Background: an optimization exercise with open tools, aiming at small area and a short achievable clock period. Do not read the settings as production practice. Function was checked by simulation only, so behaviour that the tests miss may differ from the original. Power is estimated from default activity; no workload was simulated.

### design/flow/run.sh
#!/bin/bash
# synth_recipe.tcl (not shown) runs the flow's synth.tcl, then flattens the netlist and writes it again
# the make line also repeats each setting of config.mk as NAME=value (left out here)
make -C /OpenROAD-flow-scripts/flow DESIGN_CONFIG=/design/flow/config.mk WORK_HOME=/design/flow/orfs CLKGATE_MAP_FILE= SYNTH_SCRIPT=/design/flow/synth_recipe.tcl finish
### design/flow/config.mk
export PLATFORM = sky130hd
export DESIGN_NAME = dcache_hit_path
export DESIGN_NICKNAME = dcache_hit_path
export VERILOG_FILES = /design/flow/design.v
export SDC_FILE = /design/flow/constraint.sdc
export NUM_CORES = 4
export LEC_CHECK = 0
export CAP_MARGIN = 20
export CORE_MARGIN = 2
export CORE_UTILIZATION = 30
export SETUP_SLACK_MARGIN = 0.2
export SLEW_MARGIN = 20
### design/flow/constraint.sdc
create_clock -name core_clock -period 6.5 [get_ports {clk}]
set_input_delay 1.3000 -clock core_clock [delete_from_list [all_inputs] [get_ports {clk}]]
set_output_delay 1.3000 -clock core_clock [all_outputs]
set_load 0.01 [all_outputs]
### design/flow/design.v
package cache_pkg;
  parameter ADDR_WIDTH      = 40;  
  parameter DATA_WIDTH      = 64;  
  parameter CACHE_SIZE      = 64;  
  parameter CACHE_WAY_N     = 4;
  parameter CACHE_WAY_IDX_W = $clog2(CACHE_WAY_N);
  parameter CACHE_BANK_N    = 8;
  parameter LINE_SIZE       = 512;   
  parameter CACHE_BANK_W    = 64;
  parameter CACHE_SET_N     = CACHE_SIZE*1024/(LINE_SIZE/8)/CACHE_WAY_N;
  parameter BYTE_OFFSET     = $clog2(DATA_WIDTH/8);   
  parameter BANK_OFFSET     = $clog2(CACHE_BANK_N);       
  parameter LINE_OFFSET     = $clog2(LINE_SIZE/8);   
  parameter LINE_ADDR_WIDTH = ADDR_WIDTH-LINE_OFFSET;    
  parameter CACHE_IDX_W     = $clog2(CACHE_SET_N);
  parameter CACHE_TAG_PA_W  = ADDR_WIDTH-LINE_OFFSET-CACHE_IDX_W;
  parameter BANK_LSB        = BYTE_OFFSET;
  parameter BANK_MSB        = BYTE_OFFSET+BANK_OFFSET-1;
  parameter IDX_LSB         = LINE_OFFSET;
  parameter IDX_MSB         = IDX_LSB+CACHE_IDX_W-1;
  parameter TAG_LSB         = IDX_MSB+1;
  parameter TAG_MSB         = ADDR_WIDTH-1;
  typedef struct packed {
    logic   dirty;
    logic   valid;
    logic[CACHE_TAG_PA_W-1:0] addr;
  } cache_tag_t;
  parameter CACHE_TAG_W = CACHE_TAG_PA_W+2;   
  parameter TAG_ECC_W   = 7;                  
  parameter BANK_ECC_W  = 8;                  
  typedef enum logic[1:0] {BYTE, HALFWORD, WORD, DWORD} inst_size_t;
  function automatic logic[63:0] load_data_gen(logic[2:0]  addr_offset,
                                               logic       inst_signed,
                                               logic[1:0]  inst_size,
                                               logic[63:0] data_in);
    logic[63:0] data_gen;
    unique case(inst_size)
      2'd0: begin   
        unique case(addr_offset)
          3'h0: data_gen = {{56{data_in[7]  & inst_signed}}, data_in[7:0]};
          3'h1: data_gen = {{56{data_in[15] & inst_signed}}, data_in[15:8]};
          3'h2: data_gen = {{56{data_in[23] & inst_signed}}, data_in[23:16]};
          3'h3: data_gen = {{56{data_in[31] & inst_signed}}, data_in[31:24]};
          3'h4: data_gen = {{56{data_in[39] & inst_signed}}, data_in[39:32]};
          3'h5: data_gen = {{56{data_in[47] & inst_signed}}, data_in[47:40]};
          3'h6: data_gen = {{56{data_in[55] & inst_signed}}, data_in[55:48]};
          3'h7: data_gen = {{56{data_in[63] & inst_signed}}, data_in[63:56]};
          default: data_gen = 64'b0;
        endcase
      end
      2'd1: begin   
        unique case(addr_offset[2:1])
          2'h0: data_gen = {{48{data_in[15] & inst_signed}}, data_in[15:0]};
          2'h1: data_gen = {{48{data_in[31] & inst_signed}}, data_in[31:16]};
          2'h2: data_gen = {{48{data_in[47] & inst_signed}}, data_in[47:32]};
          2'h3: data_gen = {{48{data_in[63] & inst_signed}}, data_in[63:48]};
          default: data_gen = 64'b0;
        endcase
      end
      2'd2: begin   
        unique case(addr_offset[2])
          1'b0: data_gen = {{32{data_in[31] & inst_signed}}, data_in[31:0]};
          1'b1: data_gen = {{32{data_in[63] & inst_signed}}, data_in[63:32]};
          default: data_gen = 64'b0;
        endcase
      end
      2'd3: begin   
        data_gen = data_in;
      end
      default: data_gen = 64'b0;
    endcase
    load_data_gen = data_gen;
  endfunction
endpackage
module oh_logic_mux #(
  parameter NUM   = 0,
  parameter WIDTH = 0
)(
  input  logic[NUM-1:0]    oh_sel_i,
  input  logic[NUM-1:0][WIDTH-1:0] data_i,
  output logic[WIDTH-1:0]  data_o
);
  logic[WIDTH-1:0][NUM-1:0] matrix;
  generate
    for(genvar i=0; i<WIDTH; i++) begin: g_matrix_i
      for(genvar j=0; j<NUM; j++) begin: g_matrix_j
        assign matrix[i][j] = data_i[j][i];
      end
      assign data_o[i] = |(oh_sel_i & matrix[i]);
    end
  endgenerate
endmodule
module sec_ded_decoder_28(
  input  logic[27:0]  data_i,
  input  logic[6:0]   ecc_i,
  output logic[27:0]  corrected_data_o,
  output logic        single_error_o,
  output logic        double_error_o
);
  logic[5:0]  syndrome;
  logic       parity_bit;
  logic[33:0] error_mask;
  logic[33:0] data_i_plus_parity;
  logic[33:0] dout_plus_parity;
  assign syndrome[0] = ecc_i[0]^data_i[0]^data_i[1]^data_i[3]^data_i[4]^data_i[6]^data_i[8]^data_i[10]^data_i[11]^data_i[13]^data_i[15]^data_i[17]^data_i[19]^data_i[21]^data_i[23]^data_i[25]^data_i[26];
  assign syndrome[1] = ecc_i[1]^data_i[0]^data_i[2]^data_i[3]^data_i[5]^data_i[6]^data_i[9]^data_i[10]^data_i[12]^data_i[13]^data_i[16]^data_i[17]^data_i[20]^data_i[21]^data_i[24]^data_i[25]^data_i[27];
  assign syndrome[2] = ecc_i[2]^data_i[1]^data_i[2]^data_i[3]^data_i[7]^data_i[8]^data_i[9]^data_i[10]^data_i[14]^data_i[15]^data_i[16]^data_i[17]^data_i[22]^data_i[23]^data_i[24]^data_i[25];
  assign syndrome[3] = ecc_i[3]^data_i[4]^data_i[5]^data_i[6]^data_i[7]^data_i[8]^data_i[9]^data_i[10]^data_i[18]^data_i[19]^data_i[20]^data_i[21]^data_i[22]^data_i[23]^data_i[24]^data_i[25];
  assign syndrome[4] = ecc_i[4]^data_i[11]^data_i[12]^data_i[13]^data_i[14]^data_i[15]^data_i[16]^data_i[17]^data_i[18]^data_i[19]^data_i[20]^data_i[21]^data_i[22]^data_i[23]^data_i[24]^data_i[25];
  assign syndrome[5] = ecc_i[5]^data_i[26]^data_i[27];
  assign parity_bit = (^data_i) ^ (^ecc_i);
  assign single_error_o = parity_bit;
  assign double_error_o = ~parity_bit & (syndrome != 0);   
  generate
    for(genvar i=1; i<35; i++) begin: g_error_mask
      assign error_mask[i-1] = (syndrome == i);
    end
  endgenerate
  assign data_i_plus_parity = {data_i[27:26], ecc_i[5], data_i[25:11], ecc_i[4], data_i[10:4], ecc_i[3], data_i[3:1], ecc_i[2], data_i[0], ecc_i[1:0]};
  assign dout_plus_parity = single_error_o ? (error_mask ^ data_i_plus_parity) : data_i_plus_parity;
  assign corrected_data_o = {dout_plus_parity[33:32], dout_plus_parity[30:16], dout_plus_parity[14:8], dout_plus_parity[6:4], dout_plus_parity[2]};
endmodule
module sec_ded_daec_decoder_64(
  input  logic        clk,
  input  logic[63:0]  data_i,
  input  logic[7:0]   ecc_i,
  output logic[63:0]  corrected_data_o,
  output logic        uncorrectable_error_o
);
  logic[7:0]  syndrome;
  logic[7:0]  syndrome_next;
  logic[63:0] data_next;
  logic[63:0] error_mask;
  assign syndrome[0] = ecc_i[0]^data_i[0]^data_i[3]^data_i[5]^data_i[7]^data_i[8]^data_i[9]^data_i[11]^data_i[13]^data_i[14]^data_i[17]^data_i[19]^data_i[22]^data_i[25]^data_i[30]^data_i[32]^data_i[33]^data_i[37]^data_i[40]^data_i[41]^data_i[44]^data_i[48]^data_i[49]^data_i[51]^data_i[56]^data_i[57]^data_i[58];
  assign syndrome[1] = ecc_i[1]^data_i[0]^data_i[2]^data_i[3]^data_i[4]^data_i[7]^data_i[8]^data_i[14]^data_i[16]^data_i[18]^data_i[21]^data_i[24]^data_i[29]^data_i[31]^data_i[32]^data_i[36]^data_i[39]^data_i[40]^data_i[43]^data_i[47]^data_i[48]^data_i[50]^data_i[55]^data_i[56]^data_i[57]^data_i[63];
  assign syndrome[2] = ecc_i[2]^data_i[1]^data_i[2]^data_i[4]^data_i[6]^data_i[8]^data_i[10]^data_i[11]^data_i[12]^data_i[14]^data_i[16]^data_i[17]^data_i[20]^data_i[23]^data_i[28]^data_i[30]^data_i[31]^data_i[35]^data_i[38]^data_i[39]^data_i[42]^data_i[46]^data_i[47]^data_i[49]^data_i[54]^data_i[55]^data_i[56]^data_i[62]^data_i[63];
  assign syndrome[3] = ecc_i[3]^data_i[0]^data_i[1]^data_i[2]^data_i[3]^data_i[5]^data_i[6]^data_i[9]^data_i[11]^data_i[12]^data_i[15]^data_i[16]^data_i[19]^data_i[22]^data_i[24]^data_i[27]^data_i[29]^data_i[30]^data_i[34]^data_i[37]^data_i[38]^data_i[41]^data_i[45]^data_i[46]^data_i[48]^data_i[53]^data_i[54]^data_i[61]^data_i[62]^data_i[63];
  assign syndrome[4] = ecc_i[4]^data_i[0]^data_i[3]^data_i[5]^data_i[6]^data_i[10]^data_i[11]^data_i[12]^data_i[13]^data_i[15]^data_i[16]^data_i[18]^data_i[21]^data_i[23]^data_i[26]^data_i[28]^data_i[29]^data_i[33]^data_i[36]^data_i[37]^data_i[40]^data_i[44]^data_i[45]^data_i[52]^data_i[53]^data_i[55]^data_i[60]^data_i[61]^data_i[62];
  assign syndrome[5] = ecc_i[5]^data_i[0]^data_i[1]^data_i[2]^data_i[4]^data_i[5]^data_i[8]^data_i[9]^data_i[10]^data_i[11]^data_i[12]^data_i[13]^data_i[15]^data_i[16]^data_i[17]^data_i[20]^data_i[22]^data_i[25]^data_i[27]^data_i[28]^data_i[32]^data_i[35]^data_i[36]^data_i[43]^data_i[44]^data_i[47]^data_i[51]^data_i[52]^data_i[54]^data_i[59]^data_i[60]^data_i[61];
  assign syndrome[6] = ecc_i[6]^data_i[1]^data_i[2]^data_i[4]^data_i[6]^data_i[7]^data_i[9]^data_i[10]^data_i[12]^data_i[13]^data_i[14]^data_i[15]^data_i[19]^data_i[21]^data_i[24]^data_i[26]^data_i[27]^data_i[34]^data_i[35]^data_i[39]^data_i[42]^data_i[43]^data_i[46]^data_i[50]^data_i[51]^data_i[53]^data_i[58]^data_i[59]^data_i[60];
  assign syndrome[7] = ecc_i[7]^data_i[1]^data_i[3]^data_i[4]^data_i[5]^data_i[6]^data_i[8]^data_i[9]^data_i[10]^data_i[13]^data_i[14]^data_i[15]^data_i[18]^data_i[20]^data_i[23]^data_i[25]^data_i[26]^data_i[31]^data_i[33]^data_i[34]^data_i[38]^data_i[41]^data_i[42]^data_i[45]^data_i[49]^data_i[50]^data_i[52]^data_i[57]^data_i[58]^data_i[59];
  always_ff @(posedge clk) begin
    syndrome_next <= syndrome;
    data_next     <= data_i;
  end
  always_comb begin
    error_mask = 64'b0;
    uncorrectable_error_o = 1'b0;
    unique case(syndrome_next)
      8'b00111011: error_mask = 64'b0000_0000_0000_0000_0000_0000_0000_0000_0000_0000_0000_0000_0000_0000_0000_0001;
      8'b11101100: error_mask = 64'b0000_0000_0000_0000_0000_0000_0000_0000_0000_0000_0000_0000_0000_0000_0000_0010;
      8'b01101110: error_mask = 64'b0000_0000_0000_0000_0000_0000_0000_0000_0000_0000_0000_0000_0000_0000_0000_0100;
      8'b10011011: error_mask = 64'b0000_0000_0000_0000_0000_0000_0000_0000_0000_0000_0000_0000_0000_0000_0000_1000;
      8'b11100110: error_mask = 64'b0000_0000_0000_0000_0000_0000_0000_0000_0000_0000_0000_0000_0000_0000_0001_0000;
      8'b10111001: error_mask = 64'b0000_0000_0000_0000_0000_0000_0000_0000_0000_0000_0000_0000_0000_0000_0010_0000;
      8'b11011100: error_mask = 64'b0000_0000_0000_0000_0000_0000_0000_0000_0000_0000_0000_0000_0000_0000_0100_0000;
      8'b01000011: error_mask = 64'b0000_0000_0000_0000_0000_0000_0000_0000_0000_0000_0000_0000_0000_0000_1000_0000;
      8'b10100111: error_mask = 64'b0000_0000_0000_0000_0000_0000_0000_0000_0000_0000_0000_0000_0000_0001_0000_0000;
      8'b11101001: error_mask = 64'b0000_0000_0000_0000_0000_0000_0000_0000_0000_0000_0000_0000_0000_0010_0000_0000;
      8'b11110100: error_mask = 64'b0000_0000_0000_0000_0000_0000_0000_0000_0000_0000_0000_0000_0000_0100_0000_0000;
      8'b00111101: error_mask = 64'b0000_0000_0000_0000_0000_0000_0000_0000_0000_0000_0000_0000_0000_1000_0000_0000;
      8'b01111100: error_mask = 64'b0000_0000_0000_0000_0000_0000_0000_0000_0000_0000_0000_0000_0001_0000_0000_0000;
      8'b11110001: error_mask = 64'b0000_0000_0000_0000_0000_0000_0000_0000_0000_0000_0000_0000_0010_0000_0000_0000;
      8'b11000111: error_mask = 64'b0000_0000_0000_0000_0000_0000_0000_0000_0000_0000_0000_0000_0100_0000_0000_0000;
      8'b11111000: error_mask = 64'b0000_0000_0000_0000_0000_0000_0000_0000_0000_0000_0000_0000_1000_0000_0000_0000;
      8'b00111110: error_mask = 64'b0000_0000_0000_0000_0000_0000_0000_0000_0000_0000_0000_0001_0000_0000_0000_0000;
      8'b00100101: error_mask = 64'b0000_0000_0000_0000_0000_0000_0000_0000_0000_0000_0000_0010_0000_0000_0000_0000;
      8'b10010010: error_mask = 64'b0000_0000_0000_0000_0000_0000_0000_0000_0000_0000_0000_0100_0000_0000_0000_0000;
      8'b01001001: error_mask = 64'b0000_0000_0000_0000_0000_0000_0000_0000_0000_0000_0000_1000_0000_0000_0000_0000;
      8'b10100100: error_mask = 64'b0000_0000_0000_0000_0000_0000_0000_0000_0000_0000_0001_0000_0000_0000_0000_0000;
      8'b01010010: error_mask = 64'b0000_0000_0000_0000_0000_0000_0000_0000_0000_0000_0010_0000_0000_0000_0000_0000;
      8'b00101001: error_mask = 64'b0000_0000_0000_0000_0000_0000_0000_0000_0000_0000_0100_0000_0000_0000_0000_0000;
      8'b10010100: error_mask = 64'b0000_0000_0000_0000_0000_0000_0000_0000_0000_0000_1000_0000_0000_0000_0000_0000;
      8'b01001010: error_mask = 64'b0000_0000_0000_0000_0000_0000_0000_0000_0000_0001_0000_0000_0000_0000_0000_0000;
      8'b10100001: error_mask = 64'b0000_0000_0000_0000_0000_0000_0000_0000_0000_0010_0000_0000_0000_0000_0000_0000;
      8'b11010000: error_mask = 64'b0000_0000_0000_0000_0000_0000_0000_0000_0000_0100_0000_0000_0000_0000_0000_0000;
      8'b01101000: error_mask = 64'b0000_0000_0000_0000_0000_0000_0000_0000_0000_1000_0000_0000_0000_0000_0000_0000;
      8'b00110100: error_mask = 64'b0000_0000_0000_0000_0000_0000_0000_0000_0001_0000_0000_0000_0000_0000_0000_0000;
      8'b00011010: error_mask = 64'b0000_0000_0000_0000_0000_0000_0000_0000_0010_0000_0000_0000_0000_0000_0000_0000;
      8'b00001101: error_mask = 64'b0000_0000_0000_0000_0000_0000_0000_0000_0100_0000_0000_0000_0000_0000_0000_0000;
      8'b10000110: error_mask = 64'b0000_0000_0000_0000_0000_0000_0000_0000_1000_0000_0000_0000_0000_0000_0000_0000;
      8'b00100011: error_mask = 64'b0000_0000_0000_0000_0000_0000_0000_0001_0000_0000_0000_0000_0000_0000_0000_0000;
      8'b10010001: error_mask = 64'b0000_0000_0000_0000_0000_0000_0000_0010_0000_0000_0000_0000_0000_0000_0000_0000;
      8'b11001000: error_mask = 64'b0000_0000_0000_0000_0000_0000_0000_0100_0000_0000_0000_0000_0000_0000_0000_0000;
      8'b01100100: error_mask = 64'b0000_0000_0000_0000_0000_0000_0000_1000_0000_0000_0000_0000_0000_0000_0000_0000;
      8'b00110010: error_mask = 64'b0000_0000_0000_0000_0000_0000_0001_0000_0000_0000_0000_0000_0000_0000_0000_0000;
      8'b00011001: error_mask = 64'b0000_0000_0000_0000_0000_0000_0010_0000_0000_0000_0000_0000_0000_0000_0000_0000;
      8'b10001100: error_mask = 64'b0000_0000_0000_0000_0000_0000_0100_0000_0000_0000_0000_0000_0000_0000_0000_0000;
      8'b01000110: error_mask = 64'b0000_0000_0000_0000_0000_0000_1000_0000_0000_0000_0000_0000_0000_0000_0000_0000;
      8'b00010011: error_mask = 64'b0000_0000_0000_0000_0000_0001_0000_0000_0000_0000_0000_0000_0000_0000_0000_0000;
      8'b10001001: error_mask = 64'b0000_0000_0000_0000_0000_0010_0000_0000_0000_0000_0000_0000_0000_0000_0000_0000;
      8'b11000100: error_mask = 64'b0000_0000_0000_0000_0000_0100_0000_0000_0000_0000_0000_0000_0000_0000_0000_0000;
      8'b01100010: error_mask = 64'b0000_0000_0000_0000_0000_1000_0000_0000_0000_0000_0000_0000_0000_0000_0000_0000;
      8'b00110001: error_mask = 64'b0000_0000_0000_0000_0001_0000_0000_0000_0000_0000_0000_0000_0000_0000_0000_0000;
      8'b10011000: error_mask = 64'b0000_0000_0000_0000_0010_0000_0000_0000_0000_0000_0000_0000_0000_0000_0000_0000;
      8'b01001100: error_mask = 64'b0000_0000_0000_0000_0100_0000_0000_0000_0000_0000_0000_0000_0000_0000_0000_0000;
      8'b00100110: error_mask = 64'b0000_0000_0000_0000_1000_0000_0000_0000_0000_0000_0000_0000_0000_0000_0000_0000;
      8'b00001011: error_mask = 64'b0000_0000_0000_0001_0000_0000_0000_0000_0000_0000_0000_0000_0000_0000_0000_0000;
      8'b10000101: error_mask = 64'b0000_0000_0000_0010_0000_0000_0000_0000_0000_0000_0000_0000_0000_0000_0000_0000;
      8'b11000010: error_mask = 64'b0000_0000_0000_0100_0000_0000_0000_0000_0000_0000_0000_0000_0000_0000_0000_0000;
      8'b01100001: error_mask = 64'b0000_0000_0000_1000_0000_0000_0000_0000_0000_0000_0000_0000_0000_0000_0000_0000;
      8'b10110000: error_mask = 64'b0000_0000_0001_0000_0000_0000_0000_0000_0000_0000_0000_0000_0000_0000_0000_0000;
      8'b01011000: error_mask = 64'b0000_0000_0010_0000_0000_0000_0000_0000_0000_0000_0000_0000_0000_0000_0000_0000;
      8'b00101100: error_mask = 64'b0000_0000_0100_0000_0000_0000_0000_0000_0000_0000_0000_0000_0000_0000_0000_0000;
      8'b00010110: error_mask = 64'b0000_0000_1000_0000_0000_0000_0000_0000_0000_0000_0000_0000_0000_0000_0000_0000;
      8'b00000111: error_mask = 64'b0000_0001_0000_0000_0000_0000_0000_0000_0000_0000_0000_0000_0000_0000_0000_0000;
      8'b10000011: error_mask = 64'b0000_0010_0000_0000_0000_0000_0000_0000_0000_0000_0000_0000_0000_0000_0000_0000;
      8'b11000001: error_mask = 64'b0000_0100_0000_0000_0000_0000_0000_0000_0000_0000_0000_0000_0000_0000_0000_0000;
      8'b11100000: error_mask = 64'b0000_1000_0000_0000_0000_0000_0000_0000_0000_0000_0000_0000_0000_0000_0000_0000;
      8'b01110000: error_mask = 64'b0001_0000_0000_0000_0000_0000_0000_0000_0000_0000_0000_0000_0000_0000_0000_0000;
      8'b00111000: error_mask = 64'b0010_0000_0000_0000_0000_0000_0000_0000_0000_0000_0000_0000_0000_0000_0000_0000;
      8'b00011100: error_mask = 64'b0100_0000_0000_0000_0000_0000_0000_0000_0000_0000_0000_0000_0000_0000_0000_0000;
      8'b00001110: error_mask = 64'b1000_0000_0000_0000_0000_0000_0000_0000_0000_0000_0000_0000_0000_0000_0000_0000;
      8'b11010111: error_mask = 64'b0000_0000_0000_0000_0000_0000_0000_0000_0000_0000_0000_0000_0000_0000_0000_0011;
      8'b10000010: error_mask = 64'b0000_0000_0000_0000_0000_0000_0000_0000_0000_0000_0000_0000_0000_0000_0000_0110;
      8'b11110101: error_mask = 64'b0000_0000_0000_0000_0000_0000_0000_0000_0000_0000_0000_0000_0000_0000_0000_1100;
      8'b01111101: error_mask = 64'b0000_0000_0000_0000_0000_0000_0000_0000_0000_0000_0000_0000_0000_0000_0001_1000;
      8'b01011111: error_mask = 64'b0000_0000_0000_0000_0000_0000_0000_0000_0000_0000_0000_0000_0000_0000_0011_0000;
      8'b01100101: error_mask = 64'b0000_0000_0000_0000_0000_0000_0000_0000_0000_0000_0000_0000_0000_0000_0110_0000;
      8'b10011111: error_mask = 64'b0000_0000_0000_0000_0000_0000_0000_0000_0000_0000_0000_0000_0000_0000_1100_0000;
      8'b11100100: error_mask = 64'b0000_0000_0000_0000_0000_0000_0000_0000_0000_0000_0000_0000_0000_0001_1000_0000;
      8'b01001110: error_mask = 64'b0000_0000_0000_0000_0000_0000_0000_0000_0000_0000_0000_0000_0000_0011_0000_0000;
      8'b00011101: error_mask = 64'b0000_0000_0000_0000_0000_0000_0000_0000_0000_0000_0000_0000_0000_0110_0000_0000;
      8'b11001001: error_mask = 64'b0000_0000_0000_0000_0000_0000_0000_0000_0000_0000_0000_0000_0000_1100_0000_0000;
      8'b01000001: error_mask = 64'b0000_0000_0000_0000_0000_0000_0000_0000_0000_0000_0000_0000_0001_1000_0000_0000;
      8'b10001101: error_mask = 64'b0000_0000_0000_0000_0000_0000_0000_0000_0000_0000_0000_0000_0011_0000_0000_0000;
      8'b00110110: error_mask = 64'b0000_0000_0000_0000_0000_0000_0000_0000_0000_0000_0000_0000_0110_0000_0000_0000;
      8'b00111111: error_mask = 64'b0000_0000_0000_0000_0000_0000_0000_0000_0000_0000_0000_0000_1100_0000_0000_0000;
      8'b11000110: error_mask = 64'b0000_0000_0000_0000_0000_0000_0000_0000_0000_0000_0000_0001_1000_0000_0000_0000;
      8'b00011011: error_mask = 64'b0000_0000_0000_0000_0000_0000_0000_0000_0000_0000_0000_0011_0000_0000_0000_0000;
      8'b10110111: error_mask = 64'b0000_0000_0000_0000_0000_0000_0000_0000_0000_0000_0000_0110_0000_0000_0000_0000;
      8'b11011011: error_mask = 64'b0000_0000_0000_0000_0000_0000_0000_0000_0000_0000_0000_1100_0000_0000_0000_0000;
      8'b11101101: error_mask = 64'b0000_0000_0000_0000_0000_0000_0000_0000_0000_0000_0001_1000_0000_0000_0000_0000;
      8'b11110110: error_mask = 64'b0000_0000_0000_0000_0000_0000_0000_0000_0000_0000_0011_0000_0000_0000_0000_0000;
      8'b01111011: error_mask = 64'b0000_0000_0000_0000_0000_0000_0000_0000_0000_0000_0110_0000_0000_0000_0000_0000;
      8'b10111101: error_mask = 64'b0000_0000_0000_0000_0000_0000_0000_0000_0000_0000_1100_0000_0000_0000_0000_0000;
      8'b11011110: error_mask = 64'b0000_0000_0000_0000_0000_0000_0000_0000_0000_0001_1000_0000_0000_0000_0000_0000;
      8'b11101011: error_mask = 64'b0000_0000_0000_0000_0000_0000_0000_0000_0000_0011_0000_0000_0000_0000_0000_0000;
      8'b01110001: error_mask = 64'b0000_0000_0000_0000_0000_0000_0000_0000_0000_0110_0000_0000_0000_0000_0000_0000;
      8'b10111000: error_mask = 64'b0000_0000_0000_0000_0000_0000_0000_0000_0000_1100_0000_0000_0000_0000_0000_0000;
      8'b01011100: error_mask = 64'b0000_0000_0000_0000_0000_0000_0000_0000_0001_1000_0000_0000_0000_0000_0000_0000;
      8'b00101110: error_mask = 64'b0000_0000_0000_0000_0000_0000_0000_0000_0011_0000_0000_0000_0000_0000_0000_0000;
      8'b00010111: error_mask = 64'b0000_0000_0000_0000_0000_0000_0000_0000_0110_0000_0000_0000_0000_0000_0000_0000;
      8'b10001011: error_mask = 64'b0000_0000_0000_0000_0000_0000_0000_0000_1100_0000_0000_0000_0000_0000_0000_0000;
      8'b10100101: error_mask = 64'b0000_0000_0000_0000_0000_0000_0000_0001_1000_0000_0000_0000_0000_0000_0000_0000;
      8'b10110010: error_mask = 64'b0000_0000_0000_0000_0000_0000_0000_0011_0000_0000_0000_0000_0000_0000_0000_0000;
      8'b01011001: error_mask = 64'b0000_0000_0000_0000_0000_0000_0000_0110_0000_0000_0000_0000_0000_0000_0000_0000;
      8'b10101100: error_mask = 64'b0000_0000_0000_0000_0000_0000_0000_1100_0000_0000_0000_0000_0000_0000_0000_0000;
      8'b01010110: error_mask = 64'b0000_0000_0000_0000_0000_0000_0001_1000_0000_0000_0000_0000_0000_0000_0000_0000;
      8'b00101011: error_mask = 64'b0000_0000_0000_0000_0000_0000_0011_0000_0000_0000_0000_0000_0000_0000_0000_0000;
      8'b10010101: error_mask = 64'b0000_0000_0000_0000_0000_0000_0110_0000_0000_0000_0000_0000_0000_0000_0000_0000;
      8'b11001010: error_mask = 64'b0000_0000_0000_0000_0000_0000_1100_0000_0000_0000_0000_0000_0000_0000_0000_0000;
      8'b01010101: error_mask = 64'b0000_0000_0000_0000_0000_0001_1000_0000_0000_0000_0000_0000_0000_0000_0000_0000;
      8'b10011010: error_mask = 64'b0000_0000_0000_0000_0000_0011_0000_0000_0000_0000_0000_0000_0000_0000_0000_0000;
      8'b01001101: error_mask = 64'b0000_0000_0000_0000_0000_0110_0000_0000_0000_0000_0000_0000_0000_0000_0000_0000;
      8'b10100110: error_mask = 64'b0000_0000_0000_0000_0000_1100_0000_0000_0000_0000_0000_0000_0000_0000_0000_0000;
      8'b01010011: error_mask = 64'b0000_0000_0000_0000_0001_1000_0000_0000_0000_0000_0000_0000_0000_0000_0000_0000;
      8'b10101001: error_mask = 64'b0000_0000_0000_0000_0011_0000_0000_0000_0000_0000_0000_0000_0000_0000_0000_0000;
      8'b11010100: error_mask = 64'b0000_0000_0000_0000_0110_0000_0000_0000_0000_0000_0000_0000_0000_0000_0000_0000;
      8'b01101010: error_mask = 64'b0000_0000_0000_0000_1100_0000_0000_0000_0000_0000_0000_0000_0000_0000_0000_0000;
      8'b00101101: error_mask = 64'b0000_0000_0000_0001_1000_0000_0000_0000_0000_0000_0000_0000_0000_0000_0000_0000;
      8'b10001110: error_mask = 64'b0000_0000_0000_0011_0000_0000_0000_0000_0000_0000_0000_0000_0000_0000_0000_0000;
      8'b01000111: error_mask = 64'b0000_0000_0000_0110_0000_0000_0000_0000_0000_0000_0000_0000_0000_0000_0000_0000;
      8'b10100011: error_mask = 64'b0000_0000_0000_1100_0000_0000_0000_0000_0000_0000_0000_0000_0000_0000_0000_0000;
      8'b11010001: error_mask = 64'b0000_0000_0001_1000_0000_0000_0000_0000_0000_0000_0000_0000_0000_0000_0000_0000;
      8'b11101000: error_mask = 64'b0000_0000_0011_0000_0000_0000_0000_0000_0000_0000_0000_0000_0000_0000_0000_0000;
      8'b01110100: error_mask = 64'b0000_0000_0110_0000_0000_0000_0000_0000_0000_0000_0000_0000_0000_0000_0000_0000;
      8'b00111010: error_mask = 64'b0000_0000_1100_0000_0000_0000_0000_0000_0000_0000_0000_0000_0000_0000_0000_0000;
      8'b00010001: error_mask = 64'b0000_0001_1000_0000_0000_0000_0000_0000_0000_0000_0000_0000_0000_0000_0000_0000;
      8'b10000100: error_mask = 64'b0000_0011_0000_0000_0000_0000_0000_0000_0000_0000_0000_0000_0000_0000_0000_0000;
      8'b01000010: error_mask = 64'b0000_0110_0000_0000_0000_0000_0000_0000_0000_0000_0000_0000_0000_0000_0000_0000;
      8'b00100001: error_mask = 64'b0000_1100_0000_0000_0000_0000_0000_0000_0000_0000_0000_0000_0000_0000_0000_0000;
      8'b10010000: error_mask = 64'b0001_1000_0000_0000_0000_0000_0000_0000_0000_0000_0000_0000_0000_0000_0000_0000;
      8'b01001000: error_mask = 64'b0011_0000_0000_0000_0000_0000_0000_0000_0000_0000_0000_0000_0000_0000_0000_0000;
      8'b00100100: error_mask = 64'b0110_0000_0000_0000_0000_0000_0000_0000_0000_0000_0000_0000_0000_0000_0000_0000;
      8'b00010010: error_mask = 64'b1100_0000_0000_0000_0000_0000_0000_0000_0000_0000_0000_0000_0000_0000_0000_0000;
      default: begin
        error_mask = 64'b0;
        uncorrectable_error_o = (syndrome_next == 8'b0) ? 1'b0 : 1'b1;
      end
    endcase
  end
  assign corrected_data_o = data_next ^ error_mask;
endmodule
import cache_pkg::*;
module dcache_hit_path(
    input  logic                              clk,
    input  logic [CACHE_TAG_PA_W-1:0]         req_tag_i,       
    input  logic [BYTE_OFFSET-1:0]            req_offset_i,    
    input  logic [1:0]                        req_size_i,      
    input  logic                              req_signed_i,
    input  logic [CACHE_WAY_N*CACHE_TAG_W-1:0]  tag_i,
    input  logic [CACHE_WAY_N*TAG_ECC_W-1:0]    tag_ecc_i,
    input  logic [CACHE_WAY_N*CACHE_BANK_W-1:0] data_i,
    input  logic [CACHE_WAY_N*BANK_ECC_W-1:0]   data_ecc_i,
    output logic                              hit_o,
    output logic [CACHE_WAY_N-1:0]            hit_way_o,
    output logic [CACHE_WAY_N-1:0]            way_valid_o,
    output logic [CACHE_WAY_N-1:0]            way_dirty_o,
    output logic [CACHE_TAG_W-1:0]            hit_tag_o,
    output logic [CACHE_WAY_N-1:0]            tag_single_err_o,
    output logic [CACHE_WAY_N-1:0]            tag_double_err_o,
    output logic [CACHE_WAY_N-1:0]            data_uncorr_err_o,
    output logic [DATA_WIDTH-1:0]             load_data_o
);
  logic [CACHE_WAY_N-1:0][CACHE_TAG_W-1:0] tag_rd;
  logic [CACHE_WAY_N-1:0][TAG_ECC_W-1:0]    tag_ecc_rd;
  logic [CACHE_WAY_N-1:0][CACHE_BANK_W-1:0] data_rd;
  logic [CACHE_WAY_N-1:0][BANK_ECC_W-1:0]   data_ecc_rd;
  logic [CACHE_WAY_N-1:0][CACHE_TAG_W-1:0] corrected_tag;   
  logic [CACHE_WAY_N-1:0][CACHE_BANK_W-1:0] corrected_data;
  logic [CACHE_WAY_N-1:0]  tag_single_error;
  logic [CACHE_WAY_N-1:0]  tag_double_error;
  logic [CACHE_WAY_N-1:0]  data_uncorrectable_error;
  logic [CACHE_WAY_N-1:0]  tag_match;
  logic [CACHE_WAY_N-1:0]  cache_line_valid;
  logic [CACHE_WAY_N-1:0]  cache_line_dirty;
  logic [CACHE_WAY_N-1:0]  cache_hit_way_tc0;
  logic                    cache_hit_tc0;
  logic [CACHE_TAG_W-1:0]  cache_hit_tag;
  logic [CACHE_BANK_W-1:0] cache_hit_data;
  logic [CACHE_WAY_N-1:0]  cache_hit_way_r;
  logic                    cache_hit_r;
  logic [CACHE_WAY_N-1:0]  cache_line_valid_r;
  logic [CACHE_WAY_N-1:0]  cache_line_dirty_r;
  logic [CACHE_TAG_W-1:0]  cache_hit_tag_r;
  logic [CACHE_WAY_N-1:0]  tag_single_error_r;
  logic [CACHE_WAY_N-1:0]  tag_double_error_r;
  logic [BYTE_OFFSET-1:0]  req_offset_r;
  logic [1:0]              req_size_r;
  logic                    req_signed_r;
  generate
    for(genvar i=0; i<CACHE_WAY_N; i++) begin: g_unpack
      assign tag_rd[i]      = tag_i[i*CACHE_TAG_W +: CACHE_TAG_W];
      assign tag_ecc_rd[i]  = tag_ecc_i[i*TAG_ECC_W +: TAG_ECC_W];
      assign data_rd[i]     = data_i[i*CACHE_BANK_W +: CACHE_BANK_W];
      assign data_ecc_rd[i] = data_ecc_i[i*BANK_ECC_W +: BANK_ECC_W];
    end
  endgenerate
  generate
    for(genvar i=0; i<CACHE_WAY_N; i++) begin: g_tag_ecc_decoder
     sec_ded_decoder_28 u_tag_ecc_decoder(
            .data_i           (tag_rd[i]),
            .ecc_i            (tag_ecc_rd[i]),
            .corrected_data_o (corrected_tag[i]),
            .single_error_o   (tag_single_error[i]),
            .double_error_o   (tag_double_error[i])
     );
    end
  endgenerate
  generate
      for(genvar i= 0;i<CACHE_WAY_N;i++) begin:g_hit
        assign tag_match[i] = (corrected_tag[i][CACHE_TAG_PA_W-1:0] == req_tag_i);
        assign cache_line_valid[i] = corrected_tag[i][CACHE_TAG_PA_W];
        assign cache_line_dirty[i] = corrected_tag[i][CACHE_TAG_PA_W+1];
      end
  endgenerate
  assign cache_hit_way_tc0 = tag_match & cache_line_valid;
  assign cache_hit_tc0 = |cache_hit_way_tc0;
  oh_logic_mux #(
    .NUM(CACHE_WAY_N),
    .WIDTH(CACHE_TAG_W)
  ) tag_hit_oh_logic_mux(
    .oh_sel_i(cache_hit_way_tc0),
    .data_i(corrected_tag),
    .data_o(cache_hit_tag)
  );
  always_ff @(posedge clk) begin
    cache_hit_way_r    <= cache_hit_way_tc0;
    cache_hit_r        <= cache_hit_tc0;
    cache_line_dirty_r <= cache_line_dirty;
    cache_hit_tag_r    <= cache_hit_tag;
    cache_line_valid_r <= cache_line_valid;
    tag_single_error_r <= tag_single_error;
    tag_double_error_r <= tag_double_error;
    req_offset_r       <= req_offset_i;
    req_size_r         <= req_size_i;
    req_signed_r       <= req_signed_i;
  end
  generate
    for(genvar i=0; i<CACHE_WAY_N; i++) begin: g_data_ecc_decoder
     sec_ded_daec_decoder_64 u_data_ecc_decoder(
            .clk                   (clk),
            .data_i                (data_rd[i]),
            .ecc_i                 (data_ecc_rd[i]),
            .corrected_data_o      (corrected_data[i]),
            .uncorrectable_error_o (data_uncorrectable_error[i])
     );
    end
  endgenerate
  oh_logic_mux #(
    .NUM(CACHE_WAY_N),
    .WIDTH(CACHE_BANK_W)
  ) data_oh_logic_mux(
    .oh_sel_i(cache_hit_way_r),
    .data_i(corrected_data),
    .data_o(cache_hit_data)
  );
  assign load_data_o = cache_pkg::load_data_gen(req_offset_r,
                                     req_signed_r,
                                     req_size_r,
                                     cache_hit_data);
  assign hit_o             = cache_hit_r;
  assign hit_way_o         = cache_hit_way_r;
  assign way_valid_o       = cache_line_valid_r;
  assign way_dirty_o       = cache_line_dirty_r;
  assign hit_tag_o         = cache_hit_tag_r;
  assign tag_single_err_o  = tag_single_error_r;
  assign tag_double_err_o  = tag_double_error_r;
  assign data_uncorr_err_o = data_uncorrectable_error;
endmodule
==> results.toml <==
[floorplan]
initial_core_util = 0.302
die_w_um = 346
dieHeight_um = 346
fp.dieArea_mm2 = 0.120
core_area_mm2 = 0.116
io_pins = 578
placementRows = 125

[final_layout]
synthToLayoutAreaGrowth_pct = 28.7
post_route_cells_drive_above_1_share = 0.101
nNetsFinal = 5375

[power_and_ir_drop]
switchingPower_mw = 7.39
ir_drop_v = 0.000279
p_sw_frac = 0.497
p_total_mw = 14.9
cellPowerDensity_mw_per_mm2 = 329
p_leak_nw = 15.9
power_frac_comb = 0.635
p_seq_frac = 0.187
clkPwrFrac = 0.178
p_int_mw = 7.49

[placed_design]
io_buffers = 577
place_congestion = 1.06
dp_hpwl_um = 171000

[sta]
setup_viol = 0
hold_violations = 0
fmax_mhz = 160
rsz0062_at_grt = "true"
fin_tns_setup_ns = 0
timing.slew.headroom = 0.231
slew_violations = 0
worstMarginPinSlew_ns = 1.15
finalCritPeriodShare = 0.961
min_period_ns = 6.25

[worst_setup_path]
path_max_fanout = 13
crit_cells = 11
cp_slowest_stage_delay_ns = 0.88
critPathKind = "flip-flop to primary output"
critPathSlowestCell = "nor3_1"
crit_required_ns = 5.20
end_kind = "primary output"
cp_cell_sequence = "buf_4, nand2b_1, nor3_1, a21oi_1, xnor2_1, a22oi_1, nand2_1, mux4_2, o211ai_1, o21ai_0, clkdlybuf4s50_1"
critPathArrivalTime_ns = 4.95
critical-path-top-delay-family = "simple AND/OR/NAND/NOR gates"
cp_num_buf_inv = 2
startpoint_type = "flip-flop"

[clock_tree]
cts_inserted_buffers = 45
cts_tree = "built"
clk_pin_slew_worst_paths_ns = 0.06
cts.path.max_buffers = 3
cts-root-buf = "clkbuf_16"
cts_sinks = 343
ctsHtreeMaxLevel = 2

[synthesis]
ys_ff_latch = 343
synth_top_area_frac = 0.229
synthTopCellsByArea = "xnor2_1, dfxtp_1, nor2_1"
synth_edf_count = 0
ys_warn_count = 2
synthCells = 4388
synthMostInstantiatedCell = "xnor2_1"
synth_nets = 4849
synth.distinct_cells = 97
syn_avg_cell_area_um2 = 8.00
synth.yosys.seq_area_share = 0.196
ys_dominant_reg_cell = "dfxtp_1"
synth_common_cells = "xnor2_1, nor2_1, dfxtp_1"
async_reset_ff_frac = 0
syn_area_mm2 = 0.0351
yosysTopAreaCell = "xnor2_1"

[routing]
dr.pass1.iters = 8
drc = 0
routed_via_density = 5.91
wire_per_inst_um = 32.5
wirelength_um = 211000
vias = 38200
postRouteAntennaNets = 0
drt-initial-drc-count = 5756

[hold_path]
whs_path_depth = 1
hp-class = "primary input to flip-flop"

[grt]
gr-total-overflow = 0
antenna_found_initial = 30
grt_pass1_wl_um = 287000
grt_max_degree = 49
grt_use_total = 0.334
grt_pass1_vias = 36100

[run]
timing.max_cap.violations = 0

[run_status]
status = "timing/DRC/antenna clean"
## per-layer routing
layer / global-route usage / vias up / share of wire
met5: 0 / - / 0.00098
li1: - / 16700 / -
met1: 0.448 / 18300 / 0.41
met3: 0.0940 / 473 / 0.12
met4: 0.150 / 34 / 0.054
met2: 0.495 / 2695 / 0.42
## registers in the layout, summed over array words and instances, names as in the netlist
name                                                 flops
cache_line_valid_r                                       4
cache_line_dirty_r                                       4
cache_hit_tag_r                                         28
cache_hit_way_r                                          4
req_signed_r                                             1
g_data_ecc_decoder.u_data_ecc_decoder.syndrome_next     32
req_size_r                                               2
req_offset_r                                             3
tag_double_error_r                                       4
g_data_ecc_decoder.u_data_ecc_decoder.data_next        256
cache_hit_r                                              1
tag_single_error_r                                       4
## per-stage QoR
step | setup WS [ns] | cells | util | cell area, um^2 | hold slack (ns)
floorplan | 1.50 | 4388 | - | 35100 | 1.33
global placement | 0.244 | 6380 | 0.373 | 43300 | 1.76
detailed placement | 0.352 | 6380 | 0.373 | 43300 | 1.76
CTS | 0.176 | 6462 | 0.386 | 44900 | 1.05
global route | 0.183 | 6473 | 0.389 | 45200 | 1.06
finish | 0.253 | 6477 | 0.389 | 45200 | 1.08
## power by group through the flow
stage | Combinational, mW | Clock (mW) | Sequential [mW]
6_report | 9.45 | 2.65 | 2.78
5_1_grt | 9.86 | 2.77 | 2.80
4_1_cts | 9.15 | 2.69 | 2.74
3_5_place_dp | 9.06 | 0 | 2.77
3_3_place_gp | 9.18 | 0 | 2.77
2_1_floorplan | 6.01 | 0 | 2.53
## cell usage in the layout (no fill, tap or decap), types with 19 or more instances in the layout
master	count
a22oi_1	93
and3_1	20
buf_4	273
o221ai_1	36
or4b_2	25
a41oi_1	28
nand3_1	135
nor3_1	143
nand4b_1	37
or3_1	42
xnor3_1	75
nor2b_1	25
nand2b_1	49
nor4b_1	19
xor2_1	198
o21ai_0	164
nor4_1	87
clkdlybuf4s50_1	545
a31oi_1	29
nor2_1	468
xnor2_1	917
nand2_1	198
clkbuf_16	46
nand4_1	57
inv_1	52
a21oi_1	169
dfxtp_1	324
o22ai_1	119
mux2i_1	33
a211oi_1	25
o211ai_1	30
nand4bb_1	43
## final timing paths
| path | start | endpoint | slack, ns |
|---|---|---|---|
| max | flip-flop | load_data_o[4] | 0.25 |
| min | req_size_i[1] | req_size_r[1]$_DFF_P_ | 1.08 |
## final cells by class
cell class / instances / area [um^2]
antenna: 6 / 15.0
clock buffer: 54 / 1200
clock inverter: 26 / 335
fill: 12000 / 71000
inverter: 54 / 203
multi-input combinational: 3612 / 26600
sequential: 343 / 6900
tap: 1524 / 1910
timing repair buffer: 858 / 7990
## what timing repair did
item                       in CTS  in global routing
gates resized for setup        30                 53
hold buffers                    0                  0
hold endpoints to repair        0                  0
setup endpoints to repair      63                 64
setup buffers                   2                  6
pin swaps                       1                  5
gates cloned                    0                  3
## logic make-up after synthesis
| group | share of synthesized area |
|---|---|
| xor+xnor | 0.344 |
| flops | 0.196 |
| simple gates | 0.225 |
| compound gates | 0.167 |
| mux | 0.0185 |
| buf+inv | 0.0501 |

## re-timing with driven ports
The results above use ideal ports. As a check the final layout listed here was re-extracted and re-timed, cells and wires unchanged.
Step 1 sets driving cells, clkbuf_16 on the clock port and buf_2 on the other inputs (assumed; they add their load-dependent delay and slew).
Step 2, shift: input delay + t, output delay - t, t = (earliest + latest rising clock arrival at the registers) / 2. This alone moves slack from input paths to output paths.
a / b / c = no drivers / after step 1 / after step 2; a / b = the first two.
shift t [ns]: 0.726
setup WS [ns]: 0.253 / 0.178 / 0.191
latest minus earliest clock arrival (ns): 0.034 / 0.034
worst register clock-pin slew, ns: 0.07 / 0.07
After both steps this run still meets setup and hold. For this run, drivers alone change the setup slack by -0.075 ns; drivers and shift together by -0.062 ns.
